This design comes from an exercise in tuning for small area and a short achievable clock period on the open sky130 flow, not from production work. No functional check of the RTL was part of any run shown here. Power figures rest on the tool's default switching activity, not on a simulated workload.

==> flow/design.v (outline; a module is shown in full before it is edited, if it fits) <==
// module alu: 873 lines
// module cpa: 131 lines
// module ltu: 3 lines
// module ovf: 57 lines
// module sfx4: 6 lines
// module ao8: 3 lines
// module omux: 3 lines
// module outsel: 14 lines
// module fa: 4 lines
// module ha: 4 lines
module alu #(
    parameter DATA_WIDTH = 32,
    parameter INST_WIDTH = 4
)(
    input                   i_clk,
    input                   i_rst_n,
    input  [DATA_WIDTH-1:0] i_data_a,
    input  [DATA_WIDTH-1:0] i_data_b,
    input  [INST_WIDTH-1:0] i_inst,
    input                   i_valid,
    output [DATA_WIDTH-1:0] o_data,
    output                  o_overflow,
    output                  o_valid
);
  // ...
==> flow/flow/run.sh <==
#!/bin/bash
# The standard ORFS layout (standard synthesis included), except that the
# port buffers are plain buffers (buf_4) rather than the delay cell that
# buffer_ports picks on its own; every port still gets its buffer.
set -uo pipefail
export BUFFER_PORTS_ARGS="-buffer_cell sky130_fd_sc_hd__buf_4"
bash standard.sh finish > flow_make.log 2>&1
status=$?
cp -r orfs/logs flow_logs 2>/dev/null || true
exit $status
==> flow/standard.sh <==
#!/bin/bash
# synth_recipe.tcl (not shown) runs the flow's synth.tcl, then flattens the netlist and writes it again
# the make line also repeats each setting of config.mk as NAME=value (left out here)
make -C /OpenROAD-flow-scripts/flow DESIGN_CONFIG=/design/flow/config.mk WORK_HOME=/design/flow/orfs CLKGATE_MAP_FILE= SYNTH_SCRIPT=/design/flow/synth_recipe.tcl "${@:-finish}"
==> flow/config.mk <==
export PLATFORM = sky130hd
export DESIGN_NAME = alu
export DESIGN_NICKNAME = alu
export VERILOG_FILES = /design/flow/design.v
export SDC_FILE = /design/flow/constraint.sdc
export NUM_CORES = 4
export LEC_CHECK = 0
export CAP_MARGIN = 20
export CORE_MARGIN = 2
export CORE_UTILIZATION = 45
export PLACE_DENSITY = 0.6
export SETUP_SLACK_MARGIN = 4
export SLEW_MARGIN = 20
export SYNTH_HIERARCHICAL = 1
export SYNTH_MINIMUM_KEEP_SIZE = 0
==> flow/constraint.sdc <==
create_clock -name core_clock -period 13.0 [get_ports {i_clk}]
set_input_delay 2.6000 -clock core_clock [delete_from_list [all_inputs] [get_ports {i_clk}]]
set_output_delay 2.6000 -clock core_clock [all_outputs]
set_load 0.01 [all_outputs]
==> summary.txt, run 1 <==
Buf/Inv on CP: 3
Rel. slew slack: 30.3%
Gr ovfl total: 0
Cell mode on critical path: fa_1
Clk power: 126 uW
Final WL: 68000 um
Final Hold Fails: 0
Initial core utilization: 45.7%
Ys Warns: 8
Pwr dens: 201 nW/um2
Port Buffers: 104
Post-Syn Area: 17700 um2
Prevailing post-synth register cell: dfrtp_1
Cells after DPL: 2328
NetSw: 2060 uW
Area of the core: 38700 um2
VDD IR max: 0.337 mV
Max-cap violations: 0
Largest family of logic cells by synthesized area: adder cells
Dominant cell type by area after synthesis: fa_1
Register area: 851 um2
Register share of the cell area: 4.32%
1st-pass router iterations: 6
Largest Register: o_data_r
Post-layout nets: 2283
Clk sink count: 34
ANT cells: 0
Min Hold Slack: 2.26 ns
Share of cells above drive strength 1: 15.7%
Post-synthesis compound-gate area fraction: 21.5%
Cts repair resizes: 68
DR iter-0 viols: 1812
Gr usage total: 32.5%
Critical Path End: o_overflow_r$_DFF_PN0_
Status: timing/DRC/antenna clean
Inserted Clock Buffers: 5
Int Pwr: 1890 uW
Worst Tran Pin Value: 1.05 ns
Grt met2 use: 51.8%
Tap Cells: 518
Filler cells: 3628
Cell count after synthesis: 1865
FP Rows: 72
Vias/cell: 6.69
==> module cpa, before the edit <==
module cpa (
    input  [32:0] t0, t1,
    input  [31:0] a, b,
    input         mul, addop, sub,
    output [32:0] s
);
wire [32:0] x = (t0 & {33{mul}}) | {1'b0, a & {32{addop}}};
wire [32:0] y = (t1 & {33{mul}}) | {1'b0, (b ^ {32{sub}}) & {32{addop}}};
wire [32:0] p0 = x ^ y;
wire [32:0] g0 = x & y;
wire gg1 = g0[32] | (p0[32] & g0[31]);
wire pp1 = p0[32] & p0[31];
wire gg2 = g0[30] | (p0[30] & g0[29]);
wire pp2 = p0[30] & p0[29];
wire gg3 = g0[28] | (p0[28] & g0[27]);
wire pp3 = p0[28] & p0[27];
wire gg4 = g0[26] | (p0[26] & g0[25]);
wire pp4 = p0[26] & p0[25];
wire gg5 = g0[24] | (p0[24] & g0[23]);
wire pp5 = p0[24] & p0[23];
wire gg6 = g0[22] | (p0[22] & g0[21]);
wire pp6 = p0[22] & p0[21];
wire gg7 = g0[20] | (p0[20] & g0[19]);
wire pp7 = p0[20] & p0[19];
wire gg8 = g0[18] | (p0[18] & g0[17]);
wire pp8 = p0[18] & p0[17];
wire gg9 = g0[16] | (p0[16] & g0[15]);
wire pp9 = p0[16] & p0[15];
wire gg10 = g0[14] | (p0[14] & g0[13]);
wire pp10 = p0[14] & p0[13];
wire gg11 = g0[12] | (p0[12] & g0[11]);
wire pp11 = p0[12] & p0[11];
wire gg12 = g0[10] | (p0[10] & g0[9]);
wire pp12 = p0[10] & p0[9];
wire gg13 = g0[8] | (p0[8] & g0[7]);
wire pp13 = p0[8] & p0[7];
wire gg14 = g0[6] | (p0[6] & g0[5]);
wire pp14 = p0[6] & p0[5];
wire gg15 = g0[4] | (p0[4] & g0[3]);
wire pp15 = p0[4] & p0[3];
wire gg16 = g0[2] | (p0[2] & g0[1]);
wire pp16 = p0[2] & p0[1];
wire gg17 = g0[0] | (p0[0] & sub);
wire gg18 = gg2 | (pp2 & gg3);
wire pp18 = pp2 & pp3;
wire gg19 = gg4 | (pp4 & gg5);
wire pp19 = pp4 & pp5;
wire gg20 = gg6 | (pp6 & gg7);
wire pp20 = pp6 & pp7;
wire gg21 = gg8 | (pp8 & gg9);
wire pp21 = pp8 & pp9;
wire gg22 = gg10 | (pp10 & gg11);
wire pp22 = pp10 & pp11;
wire gg23 = gg12 | (pp12 & gg13);
wire pp23 = pp12 & pp13;
wire gg24 = gg14 | (pp14 & gg15);
wire pp24 = pp14 & pp15;
wire gg25 = gg16 | (pp16 & gg17);
wire gg26 = gg18 | (pp18 & gg19);
wire pp26 = pp18 & pp19;
wire gg27 = gg20 | (pp20 & gg21);
wire pp27 = pp20 & pp21;
wire gg28 = gg22 | (pp22 & gg23);
wire pp28 = pp22 & pp23;
wire gg29 = gg24 | (pp24 & gg25);
wire gg30 = gg26 | (pp26 & gg27);
wire pp30 = pp26 & pp27;
wire gg31 = gg28 | (pp28 & gg29);
wire gg32 = gg30 | (pp30 & gg31);
wire gg33 = gg27 | (pp27 & gg31);
wire gg34 = gg19 | (pp19 & gg33);
wire gg35 = gg21 | (pp21 & gg31);
wire gg36 = gg23 | (pp23 & gg29);
wire gg37 = gg1 | (pp1 & gg32);
wire gg38 = gg3 | (pp3 & gg34);
wire gg39 = gg5 | (pp5 & gg33);
wire gg40 = gg7 | (pp7 & gg35);
wire gg41 = gg9 | (pp9 & gg31);
wire gg42 = gg11 | (pp11 & gg36);
wire gg43 = gg13 | (pp13 & gg29);
wire gg44 = gg15 | (pp15 & gg25);
wire gg45 = g0[31] | (p0[31] & gg32);
wire gg46 = g0[29] | (p0[29] & gg38);
wire gg47 = g0[27] | (p0[27] & gg34);
wire gg48 = g0[25] | (p0[25] & gg39);
wire gg49 = g0[23] | (p0[23] & gg33);
wire gg50 = g0[21] | (p0[21] & gg40);
wire gg51 = g0[19] | (p0[19] & gg35);
wire gg52 = g0[17] | (p0[17] & gg41);
wire gg53 = g0[15] | (p0[15] & gg31);
wire gg54 = g0[13] | (p0[13] & gg42);
wire gg55 = g0[11] | (p0[11] & gg36);
wire gg56 = g0[9] | (p0[9] & gg43);
wire gg57 = g0[7] | (p0[7] & gg29);
wire gg58 = g0[5] | (p0[5] & gg44);
wire gg59 = g0[3] | (p0[3] & gg25);
wire gg60 = g0[1] | (p0[1] & gg17);
assign s[0] = p0[0] ^ sub;
assign s[1] = p0[1] ^ gg17;
assign s[2] = p0[2] ^ gg60;
assign s[3] = p0[3] ^ gg25;
assign s[4] = p0[4] ^ gg59;
assign s[5] = p0[5] ^ gg44;
assign s[6] = p0[6] ^ gg58;
assign s[7] = p0[7] ^ gg29;
assign s[8] = p0[8] ^ gg57;
assign s[9] = p0[9] ^ gg43;
assign s[10] = p0[10] ^ gg56;
assign s[11] = p0[11] ^ gg36;
assign s[12] = p0[12] ^ gg55;
assign s[13] = p0[13] ^ gg42;
assign s[14] = p0[14] ^ gg54;
assign s[15] = p0[15] ^ gg31;
assign s[16] = p0[16] ^ gg53;
assign s[17] = p0[17] ^ gg41;
assign s[18] = p0[18] ^ gg52;
assign s[19] = p0[19] ^ gg35;
assign s[20] = p0[20] ^ gg51;
assign s[21] = p0[21] ^ gg40;
assign s[22] = p0[22] ^ gg50;
assign s[23] = p0[23] ^ gg33;
assign s[24] = p0[24] ^ gg49;
assign s[25] = p0[25] ^ gg39;
assign s[26] = p0[26] ^ gg48;
assign s[27] = p0[27] ^ gg34;
assign s[28] = p0[28] ^ gg47;
assign s[29] = p0[29] ^ gg38;
assign s[30] = p0[30] ^ gg46;
assign s[31] = p0[31] ^ gg32;
assign s[32] = p0[32] ^ gg45;
endmodule
==> run 2, diff against run 1 <==
--- a/flow/design.v
+++ b/flow/design.v
@@ -831,38 +831,39 @@
 wire fs253, fc253;
 fa u_fa253 (.x(fs251), .y(fc236), .z(fs250), .s(fs253), .c(fc253));
 wire fs254, fc254;
 fa u_fa254 (.x(fs253), .y(fs252), .z(fc237), .s(fs254), .c(fc254));
 wire fs255, fc255;
 fa u_fa255 (.x(fc239), .y(fc238), .z(fs254), .s(fs255), .c(fc255));
 wire [32:0] tr0 = {fc240, fc225, fc210, fc196, fs195, fc169, fc156, fc144, fc132, fc121, fc110, fc100, fc90, fs89, fc72, fc64, fc56, fc49, fc42, fs41, fc30, fc25, fc20, fs19, fc12, fc9, fs8, fc4, fs3, fc1, pp1_0, pp0_1, bt_neg[0]};
 wire [32:0] tr1 = {fs255, fs240, fs225, fs210, fs196, fs182, fs169, fs156, fs144, fs132, fs121, fs110, fs100, fs90, fs81, fs72, fs64, fs56, fs49, fs42, fs36, fs30, fs25, fs20, fs16, fs12, fs9, fs6, fs4, fs2, fs1, 1'b0, pp0_0};
-wire [32:0] s;
+wire [31:0] s;
+wire c31, p31, g31, q32;
 cpa u_cpa (.t0(tr0), .t1(tr1), .a(a), .b(b), .mul(is_mul), .addop(addop),
-           .sub(sub), .s(s));
+           .sub(sub), .s(s), .c31(c31), .p31(p31), .g31(g31), .q32(q32));
 wire lt_u;
 ltu u_ltu (.a(a), .b(b), .lt(lt_u));
 wire lt_s = a[31] ^ b[31] ^ lt_u;
 wire [3:0] ovt;
 ovf u_ovf (.a(a), .b(b), .op(op), .valid(i_valid), .sub(sub), .ovt(ovt));
 wire ov_w;
-omux u_omux (.t(ovt), .s31(s[31]), .s32(s[32]), .y(ov_w));
+ovsel u_ovsel (.t(ovt), .p31(p31), .g31(g31), .q32(q32), .c31(c31), .y(ov_w));
 wire lt = op[3] ? lt_u : lt_s;           
 wire mx = (op == 4'd3) | (op == 4'd8);
 wire mn = (op == 4'd4) | (op == 4'd9);
 wire sel_a = (mx & ~lt) | (mn & lt);
 wire sel_b = (mx & lt) | (mn & ~lt);
 wire e11 = i_valid & (sel_a | sel_b | (op == 4'd10) | (op == 4'd11));
 wire e10 = i_valid & (sel_a | (op == 4'd11) | (op == 4'd12));
 wire e01 = i_valid & (sel_b | (op == 4'd11) | (op == 4'd12) | (op == 4'd13));
 wire e00 = i_valid & (op == 4'd13);
 wire erev = i_valid & (op == 4'd14);
 wire [31:0] d_w;
-outsel u_out (.a(a), .b(b), .s(s[31:0]), .e11(e11), .e10(e10), .e01(e01),
+outsel u_out (.a(a), .b(b), .s(s), .e11(e11), .e10(e10), .e01(e01),
               .e00(e00), .erev(erev), .d(d_w));
 always @(posedge i_clk or negedge i_rst_n) begin
     if (~i_rst_n) begin
         o_data_r     <= 32'd0;
         o_overflow_r <= 1'b0;
         o_valid_r    <= 1'b0;
     end else begin
         o_data_r     <= d_w;
@@ -870,22 +871,29 @@
         o_valid_r    <= i_valid;
     end
 end
 endmodule
 module cpa (
     input  [32:0] t0, t1,
     input  [31:0] a, b,
     input         mul, addop, sub,
-    output [32:0] s
-);
+    output [31:0] s,
+    output        c31, p31, g31, q32    
+);                                      
+wire addp = addop & ~sub;
 wire [32:0] x = (t0 & {33{mul}}) | {1'b0, a & {32{addop}}};
-wire [32:0] y = (t1 & {33{mul}}) | {1'b0, (b ^ {32{sub}}) & {32{addop}}};
-wire [32:0] p0 = x ^ y;
-wire [32:0] g0 = x & y;
+wire [32:0] y = (t1 & {33{mul}}) | {1'b0, (b & {32{addp}}) | (~b & {32{sub}})};
+wire [32:0] p0, g0;
+genvar k;
+generate
+    for (k = 0; k < 33; k = k + 1) begin : g_pg
+        ha u_pg (.x(x[k]), .y(y[k]), .s(p0[k]), .c(g0[k]));
+    end
+endgenerate
 wire gg1 = g0[32] | (p0[32] & g0[31]);
 wire pp1 = p0[32] & p0[31];
 wire gg2 = g0[30] | (p0[30] & g0[29]);
 wire pp2 = p0[30] & p0[29];
 wire gg3 = g0[28] | (p0[28] & g0[27]);
 wire pp3 = p0[28] & p0[27];
 wire gg4 = g0[26] | (p0[26] & g0[25]);
 wire pp4 = p0[26] & p0[25];
@@ -995,17 +1003,20 @@
 assign s[24] = p0[24] ^ gg49;
 assign s[25] = p0[25] ^ gg39;
 assign s[26] = p0[26] ^ gg48;
 assign s[27] = p0[27] ^ gg34;
 assign s[28] = p0[28] ^ gg47;
 assign s[29] = p0[29] ^ gg38;
 assign s[30] = p0[30] ^ gg46;
 assign s[31] = p0[31] ^ gg32;
-assign s[32] = p0[32] ^ gg45;
+assign c31 = gg32;
+assign p31 = p0[31];
+assign g31 = g0[31];
+assign q32 = p0[32];
 endmodule
 module ltu (input [31:0] a, input [31:0] b, output lt);
 assign lt = a < b;
 endmodule
 module ovf (
     input  [31:0] a, b,
     input  [3:0]  op,
     input         valid, sub,
@@ -1066,16 +1077,25 @@
 assign t[3] = x[3];
 assign t[2] = t[3] | x[2];
 assign t[1] = t[2] | x[1];
 assign t[0] = t[1] | x[0];
 endmodule
 module ao8 (input [7:0] p, input [7:0] q, output y);
 assign y = |(p & q);
 endmodule
+module ovsel (input [3:0] t, input p31, input g31, input q32, input c31, output y);
+wire y0, y1;
+omux u0 (.t(t), .s31(p31), .s32(q32 ^ g31), .y(y0));
+omux u1 (.t(t), .s31(~p31), .s32(q32 ^ (g31 | p31)), .y(y1));
+mx2 u2 (.a(y0), .b(y1), .s(c31), .y(y));
+endmodule
+module mx2 (input a, input b, input s, output y);
+assign y = s ? b : a;
+endmodule
 module omux (input [3:0] t, input s31, input s32, output y);
 assign y = t[{s31, s32}];
 endmodule
 module outsel (
     input  [31:0] a, b, s,
     input         e11, e10, e01, e00, erev,
     output [31:0] d
 );
==> flow/config.mk (replaced) <==
export PLATFORM = sky130hd
export DESIGN_NAME = alu
export DESIGN_NICKNAME = alu
export VERILOG_FILES = /design/flow/design.v
export SDC_FILE = /design/flow/constraint.sdc
export NUM_CORES = 4
export LEC_CHECK = 0
export CAP_MARGIN = 20
export CORE_MARGIN = 2
export CORE_UTILIZATION = 45
export PLACE_DENSITY = 0.6
export SETUP_SLACK_MARGIN = 4.5
export SLEW_MARGIN = 20
export SYNTH_HIERARCHICAL = 1
export SYNTH_MINIMUM_KEEP_SIZE = 0
==> run 2 against run 1 <==
  * Still clean
  * Critical path depth did not move
  * Synthesized cell count up 0.32%
  * Area after synthesis down 0.35%
  * Utilization grew 1.9 points
==> summary.txt, run 2 <==
Period utilization: 64.8%
CP Data Arrival Time: 8.60 ns
Critical path launch point type: primary input
Port Buffers: 104 (unchanged)
Pwr dens: 209 nW/um2 (+4.2%)
Most common cell after layout, fill and taps aside: xnor2_1
Synth area leaders: fa_1, xnor2_1, a22oi_1
GPL Wtd Cong: 0.897
Synth cell count leaders: xnor2_1, a22oi_1, fa_1, ha_1, nand2_1
Clk sink count: 34 (unchanged)
Rel. slew slack: 34.2% (+3.9 points)
Required @ worst endpoint: 13.19 ns
Initial core utilization: 45.6% (-0.052 points)
Inserted Clock Buffers: 5 (unchanged)
VDD IR max: 0.233 mV (-31%)
Max Clk Rate: 0.119 GHz
Fin. max-slew vios: 0
First-pass GRT wire length: 102000 um
Post-synthesis net count: 2292
Min Hold Slack: 2.26 ns (+0.00115 ns)
Clock-pin slew on the worst setup and hold paths: 0.06 ns
Root buffer cell: clkbuf_16
Status: timing/DRC/antenna clean
Prevailing post-synth register cell: dfrtp_1
Vias in the first global route: 16.3k
Drt drc: 0
Number of antenna violations at the first check in global routing: 0
Die width: 202 um
Final setup viols: 0
Via count: 16.5k
Final worst path period need: 8.42 ns
H-Tree Level Count: 2
Gr ovfl total: 0 (unchanged)
Die ar.: 40800 um2
Critical Path Sink Type: flip-flop
Multi-input gate area: 16400 um2
WS Path Type: primary input to flip-flop
Ys Warns: 8 (unchanged)
Cell count after synthesis: 1871 (+0.32%)
Gr usage total: 33.0% (+0.48 points)
P&R area growth vs syn: 15.6%
Max FFs per register: 32
Largest net degree at the start of global routing: 67
Final Hold Fails: 0 (unchanged)
Largest Register: o_data_r
Setup TNS: 0 ns
Post-DP HPWL: 44800 um
Synthesis-stage register bit count: 34
Max-cap violations: 0 (unchanged)
EDFF count, synth: 0
FP Rows: 72 (unchanged)
Hold Path Class: primary input to async pin
Max clock buf depth: 2
Fin cells: 2410
Pleak: 0.00807 uW
Unrepaired setup endpoints after global routing: true
# IOs: 105
Post-layout nets: 2312 (+1.3%)
Critical path fanouts, max: 14
Dominant cell type by area after synthesis: fa_1
Cells after DPL: 2338 (+0.43%)
Vias/cell: 6.85 (+2.5%)
Chip Height: 202 um
Routed wire per std cell: 29.9 um
Most frequent cells in the layout: xnor2_1, a22oi_1, fa_1
Filler cells: 3478 (-4.1%)
Post-Syn Area: 17600 um2 (-0.35%)
Average cell area after synthesis: 9.43 um2
Register area share after synthesis: 4.82%
DR iter-0 viols: 2000 (+10%)
Most frequent cell after synthesis: xnor2_1
Share of cells above drive strength 1: 19.8% (+4.1 points)
Register area: 851 um2 (unchanged)
Netlist cell types: 79
Yosys top cell area share: 25.5%
Final ANT Viol Nets: 0
Area of the core: 38600 um2 (-0.23%)
Largest registers: o_data_r (32), o_overflow_r (1), o_valid_r (1)
1st-pass router iterations: 6 (unchanged)
ANT cells: 0 (unchanged)
FFs w/ async S/R, synth: 100%
Final WL: 72100 um (+6.0%)
Clock tree from TritonCTS: yes
Worst Tran Pin Value: 0.986 ns (-0.0588 ns)
[run 2: per-layer routing]
layer	GRT usage, %	routed length [um]
met5	0	0
met1	44.6	27700
met2	52.3	32200
met3	6.92	9100
met4	11.9	3170
[run 2: cells by family after synthesis]
family          after synthesis  share of synthesized area, %
simple gates                358                          10.9
compound gates              509                          21.8
mux                          38                          4.85
xor+xnor                    340                          17.1
other cells                   2                        0.0426
flops                        34                          4.82
fa+ha+maj                   350                          34.4
buf+inv                     240                          6.02
[run 2: modules after synthesis (local to each module, per instance), a selection]
| module | flip-flops and latches | copies in the design |
|---|---|---|
| ao8 | 0 | 8 |
| ovf | 0 | 1 |
| ltu | 0 | 1 |
| omux | 0 | 2 |
| cpa | 0 | 1 |
| ha | 0 | 63 |
| sfx4 | 0 | 8 |
[run 2: worst max path at each step]
stage                       startpoint                      to  slack (ns)
after detailed placement   i_data_b[1]  o_data_r[28]$_DFF_PN0_        3.62
after global routing       i_data_b[4]  o_data_r[30]$_DFF_PN0_        4.42
final                      i_data_b[4]  o_data_r[30]$_DFF_PN0_        4.58
after CTS                 i_data_b[11]  o_data_r[28]$_DFF_PN0_        4.50
after global placement    i_data_b[20]  o_overflow_r$_DFF_PN0_        3.74
after floorplan           i_data_b[13]  o_data_r[30]$_DFF_PN0_        4.52
[run 2: cell type report]
type	count	area share (%)
clock buffers	7	0.699
repair buffers	195	10.0
clock inverters	1	0.0245
inverters	56	1.44
repair inverters	2	0.0859
multi-input cells	1597	80.4
well taps	518	3.18
flip-flops and latches	34	4.17
[run 2: report_power, final]
| group | switching (uW) | internal, uW | total, uW |
|---|---|---|---|
| clock network | 53.8 | 76.2 | 130 |
| logic | 2090 | 1880 | 3970 |
| registers | 19.1 | 145 | 164 |
[run 2: worst max-delay path, cell delays in order]
cell	delay, ns
buf_4	0.16
nand2b_1	0.20
o21ai_4	0.22
buf_4	0.17
clkbuf_16	0.19
a22oi_1	0.10
xnor2_1	0.29
fa_1	0.49
fa_1	0.46
fa_1	0.43
fa_2	0.58
fa_1	0.43
ha_1	0.31
a221o_1	0.36
ha_2	0.36
nand2_1	0.13
nor2_2	0.20
o21ai_4	0.09
a21oi_1	0.21
ha_1	0.19
nor2_1	0.05
xnor2_1	0.11
a211o_1	0.26
[run 2: what timing repair did]
action / in CTS / in global routing
setup buffers: 11 / 37
pin swaps: 2 / 63
resized for setup: 68 / 146
hold buffers: 0 / 0
cloned: 1 / 15
hold endpoints to repair: 0 / 0
endpoints found under the setup margin: 16 / 15
[run 2: metrics by stage]
stage / instance area [um2] / worst slack [ns] / util (%) / total power [uW]
3_5_place_dp: 18500 / 3.62 / 47.8 / 3710
2_1_floorplan: 17600 / 4.52 / - / 2530
5_1_grt: 20400 / 4.42 / 52.8 / 4660
6_report: 20400 / 4.58 / 52.8 / 4260
3_3_place_gp: 18500 / 3.74 / 47.8 / 3680
4_1_cts: 19100 / 4.50 / 49.4 / 3910
==> run 3, diff against run 2 <==
--- a/flow/config.mk
+++ b/flow/config.mk
@@ -9,7 +9,7 @@
 export CORE_MARGIN = 2
 export CORE_UTILIZATION = 45
 export PLACE_DENSITY = 0.6
-export SETUP_SLACK_MARGIN = 4.5
+export SETUP_SLACK_MARGIN = 4
 export SLEW_MARGIN = 20
 export SYNTH_HIERARCHICAL = 1
 export SYNTH_MINIMUM_KEEP_SIZE = 0
==> run 3 against run 2 <==
  * Total power shrank 8.1%
  * Setup slack worse by 0.39 ns
  * Cell area is 7.8% lower
  * Clock power about the same
  * Non-clock buffer count decreased by 62
  * Area after synthesis is the same
  * Via count is 3.5% lower
  * Largest cell class unchanged
==> summary.txt, run 3 <==
Status: timing/DRC/antenna clean
Period utilization: 67.8% (+3.0 points)
Vias/cell: 6.79 (-0.94%)
Setup slack after layout: 4.19 ns (-0.389 ns)
Routed wire per std cell: 28.9 um (-3.4%)
Post-DP HPWL: 45100 um (+0.56%)
Most frequent cells in the layout: xnor2_1, a22oi_1, fa_1
Required @ worst endpoint: 13.19 ns (about the same)
Most common cell after layout, fill and taps aside: xnor2_1
Cell mode on critical path: fa_1
Largest registers: o_data_r (32), o_overflow_r (1), o_valid_r (1)
Combinational share of power: 92.4% (-0.7 points)
Max FFs per register: 32 (unchanged)
Register area share after synthesis: 4.82% (unchanged)
Switching Share: 51.9% (+1.2 points)
Synth cell count leaders: xnor2_1, a22oi_1, fa_1, ha_1, nand2_1
Critical Path Sink Type: flip-flop
Initial core utilization: 45.6% (unchanged)
P&R area growth vs syn: 6.62%
Gr ovfl total: 0 (unchanged)
Yosys top cell area share: 25.5% (unchanged)
Share of cells above drive strength 1: 12.2% (-7.6 points)
Int Pwr: 1890 uW (-10%)
Setup TNS: 0 ns (unchanged)
Die ar.: 40800 um2 (unchanged)
Ys Warns: 8 (unchanged)
Final ANT Viol Nets: 0 (unchanged)
Rel. slew slack: 29.3% (-4.9 points)
Clock-pin slew on the worst setup and hold paths: 0.06 ns (about the same)
Pwr dens: 208 nW/um2 (-0.31%)
Worst Tran Pin Value: 1.06 ns (+0.0738 ns)
Die width: 202 um (unchanged)
Via count: 15.9k (-3.5%)
Crit-path slowest cell: mux4_2
Most frequent cell after synthesis: xnor2_1
Average cell area after synthesis: 9.43 um2 (unchanged)
Vias in the first global route: 16.0k (-1.6%)
Pleak: 0.00751 uW (-6.9%)
Final WL: 67900 um (-5.8%)
H-Tree Level Count: 2 (unchanged)
WS Path Type: primary input to flip-flop
Post-synthesis net count: 2292 (unchanged)
Seq pwr share: 4.2% (+0.3 points)
EDFF count, synth: 0 (unchanged)
Netlist cell types: 79 (unchanged)
Prevailing post-synth register cell: dfrtp_1
Dominant cell type by area after synthesis: fa_1
Critical path fanouts, max: 13 (-1)
1st-pass router iterations: 7 (+1)
Post-Syn Area: 17600 um2 (unchanged)
Clk sink count: 34 (unchanged)
Largest Register: o_data_r
# IOs: 105 (unchanged)
FFs w/ async S/R, synth: 100% (unchanged)
Synth area leaders: fa_1, xnor2_1, a22oi_1
FP Rows: 72 (unchanged)
Max-cap violations: 0 (unchanged)
Final Hold Fails: 0 (unchanged)
Clock tree from TritonCTS: yes
Post-layout nets: 2250 (-2.7%)
Drt drc: 0 (unchanged)
Chip Height: 202 um (unchanged)
Cell count after synthesis: 1871 (unchanged)
Synthesis-stage register bit count: 34 (unchanged)
Largest net degree at the start of global routing: 74 (+10%)
Inserted Clock Buffers: 5 (unchanged)
Pre-CTS setup slack: 3.18 ns (-0.432 ns)
VDD IR max: 0.285 mV (+22%)
NetSw: 2030 uW (-5.9%)
First-pass GRT wire length: 102000 um (-0.70%)
Final worst path period need: 8.81 ns (+0.389 ns)
Port Buffers: 104 (unchanged)
Hold Path Class: primary input to async pin
Max clock buf depth: 2 (unchanged)
CP Data Arrival Time: 9.00 ns (+0.40 ns)
Max Clk Rate: 0.114 GHz (-4.4%)
Gr usage total: 33.0% (about the same)
Final setup viols: 0 (unchanged)
Area of the core: 38600 um2 (unchanged)
Root buffer cell: clkbuf_16
Critical path launch point type: primary input
DR iter-0 viols: 1800 (-10%)
Number of antenna violations at the first check in global routing: 0 (unchanged)
GPL Wtd Cong: 0.857 (-4.4%)
Unrepaired setup endpoints after global routing: false
Slowest stage delay, CP: 0.52 ns (-0.06 ns)
CP Cell Sequence: buf_4 > ha_1 > nand2b_1 > clkinvlp_4 > xnor2_1 > fa_1 > fa_1 > fa_1 > fa_1 > fa_1 > fa_1 > ha_1 > a221o_1 > ha_1 > nor2_2 > xnor2_1 > mux4_2 > mux2_4
Fin. max-slew vios: 0 (unchanged)
Clock group share of total power: 3.3% (+0.2 points)
## run 3: per-module statistics from Yosys (local to each module, per instance), a selection
| module | cell area [um2] | cells |
|---|---|---|
| alu | 6960 | 926 |
| cpa | 1770 | 242 |
| ovf | 1090 | 149 |
| ltu | 777 | 108 |
| ao8 | 36.3 | 5 |
| ovsel | 27.5 | 4 |
| omux | 22.5 | 1 |
| fa | 20.0 | 1 |
| mx2 | 15.0 | 1 |
## run 3: power groups by stage
stage	registers [uW]	clock network (uW)	logic, uW
2_1_floorplan	177	0	2350
3_3_place_gp	167	0	3510
3_5_place_dp	168	0	3560
4_1_cts	166	131	3600
5_1_grt	168	134	4030
6_report	167	130	3620
## run 3: layout make-up
class                   count  area, um2
flip-flops and latches     34        851
repair buffers            133       1060
inverters                  56        228
diodes                      1       2.50
clock buffers               7        143
multi-input cells        1599      15900
fillers                  3609      19800
clock inverters             1       5.00
well taps                 518        648
## run 3: worst paths after layout
| kind | start | end | cells after the start |
|---|---|---|---|
| min in group core_clock | i_valid | o_valid_r$_DFF_PN0_ | 1 |
| worst min-delay path | i_rst_n | o_valid_r$_DFF_PN0_ | 1 |
| worst max-delay path | i_data_b[19] | o_overflow_r$_DFF_PN0_ | 18 |
| max in group asynchronous | i_rst_n | o_data_r[13]$_DFF_PN0_ | 1 |
## run 3: stage by stage
step           utilization (%)  instances  area, um2  total power (uW)  hold WS [ns]
5_1_grt                   48.7       2348      18800              4330          2.31
3_3_place_gp              47.7       2332      18400              3680          2.60
3_5_place_dp              47.7       2332      18400              3720          2.61
4_1_cts                   48.2       2343      18600              3900          2.29
6_report                  48.7       2349      18800              3920          2.29
2_1_floorplan                -       1871      17600              2530          2.30
## run 3: timing repair
item	in CTS	in global routing
endpoints found under the hold margin	0	0
pin swaps	2	2
gates cloned	2	0
gates resized for setup	8	22
setup endpoints to repair	10	13
hold buffers	0	0
setup buffers	1	5
## run 3: kinds of logic after synthesis
family                   count (synthesis)  share of synthesized area, %
AND/OR/NAND/NOR                        358                          10.9
AO/OA/AOI/OAI                          509                          21.8
other                                    2                        0.0426
flip-flops                              34                          4.82
buffers and inverters                  240                          6.02
XOR/XNOR                               340                          17.1
adder cells (fa/ha/maj)                350                          34.4
multiplexers                            38                          4.85
## run 3: critical path: cells and delay by family
kind	cells	cell delay, ns
adder cells (fa/ha/maj)	9	3.74
AO/OA/AOI/OAI	1	0.36
multiplexers	2	0.78
AND/OR/NAND/NOR	2	0.31
buffers and inverters	2	0.63
XOR/XNOR	2	0.55
## run 3: metal layers
layer / global-route usage (%) / up-vias / wire (um)
li1: - / 6649 / -
met1: 44.0 / 8055 / 26700
met2: 51.1 / 1060 / 30400
met3: 7.97 / 183 / 8030
met4: 14.3 / 0 / 2800
met5: 0 / - / 0

==> re-timing with driven ports <==
No port has a modelled driver above. Below, the same layouts with a new extraction and two added sets of constraints.
Step 1: set_driving_cell puts a clkbuf_16 on i_clk and a buf_2 on each other input, an assumption about the parent block.
Step 2 times the ports against the registers' clock, not the clock port: input delays grow and output delays shrink by t, the midpoint of the rising clock arrivals with the driver on.
Three values: ideal, step 1, step 2; two values: the first two.
run	t, ns	setup slack, ns	worst hold slack (ns)	worst setup path after step 2	worst slew at a driven data input, ns
run 1	0.339	4.052 / 4.074 / 3.735	2.262 / 2.241 / 2.580	input to register	0.17
run 2	0.338	4.581 / 4.534 / 4.196	2.263 / 2.246 / 2.583	input to register	0.27
run 3	0.345	4.192 / 4.182 / 3.837	2.286 / 2.264 / 2.609	input to register	0.08
After both steps setup and hold are still met in every run listed. For run 2, which loses most, drivers alone change the setup slack by -0.047 ns; drivers and shift together by -0.385 ns.
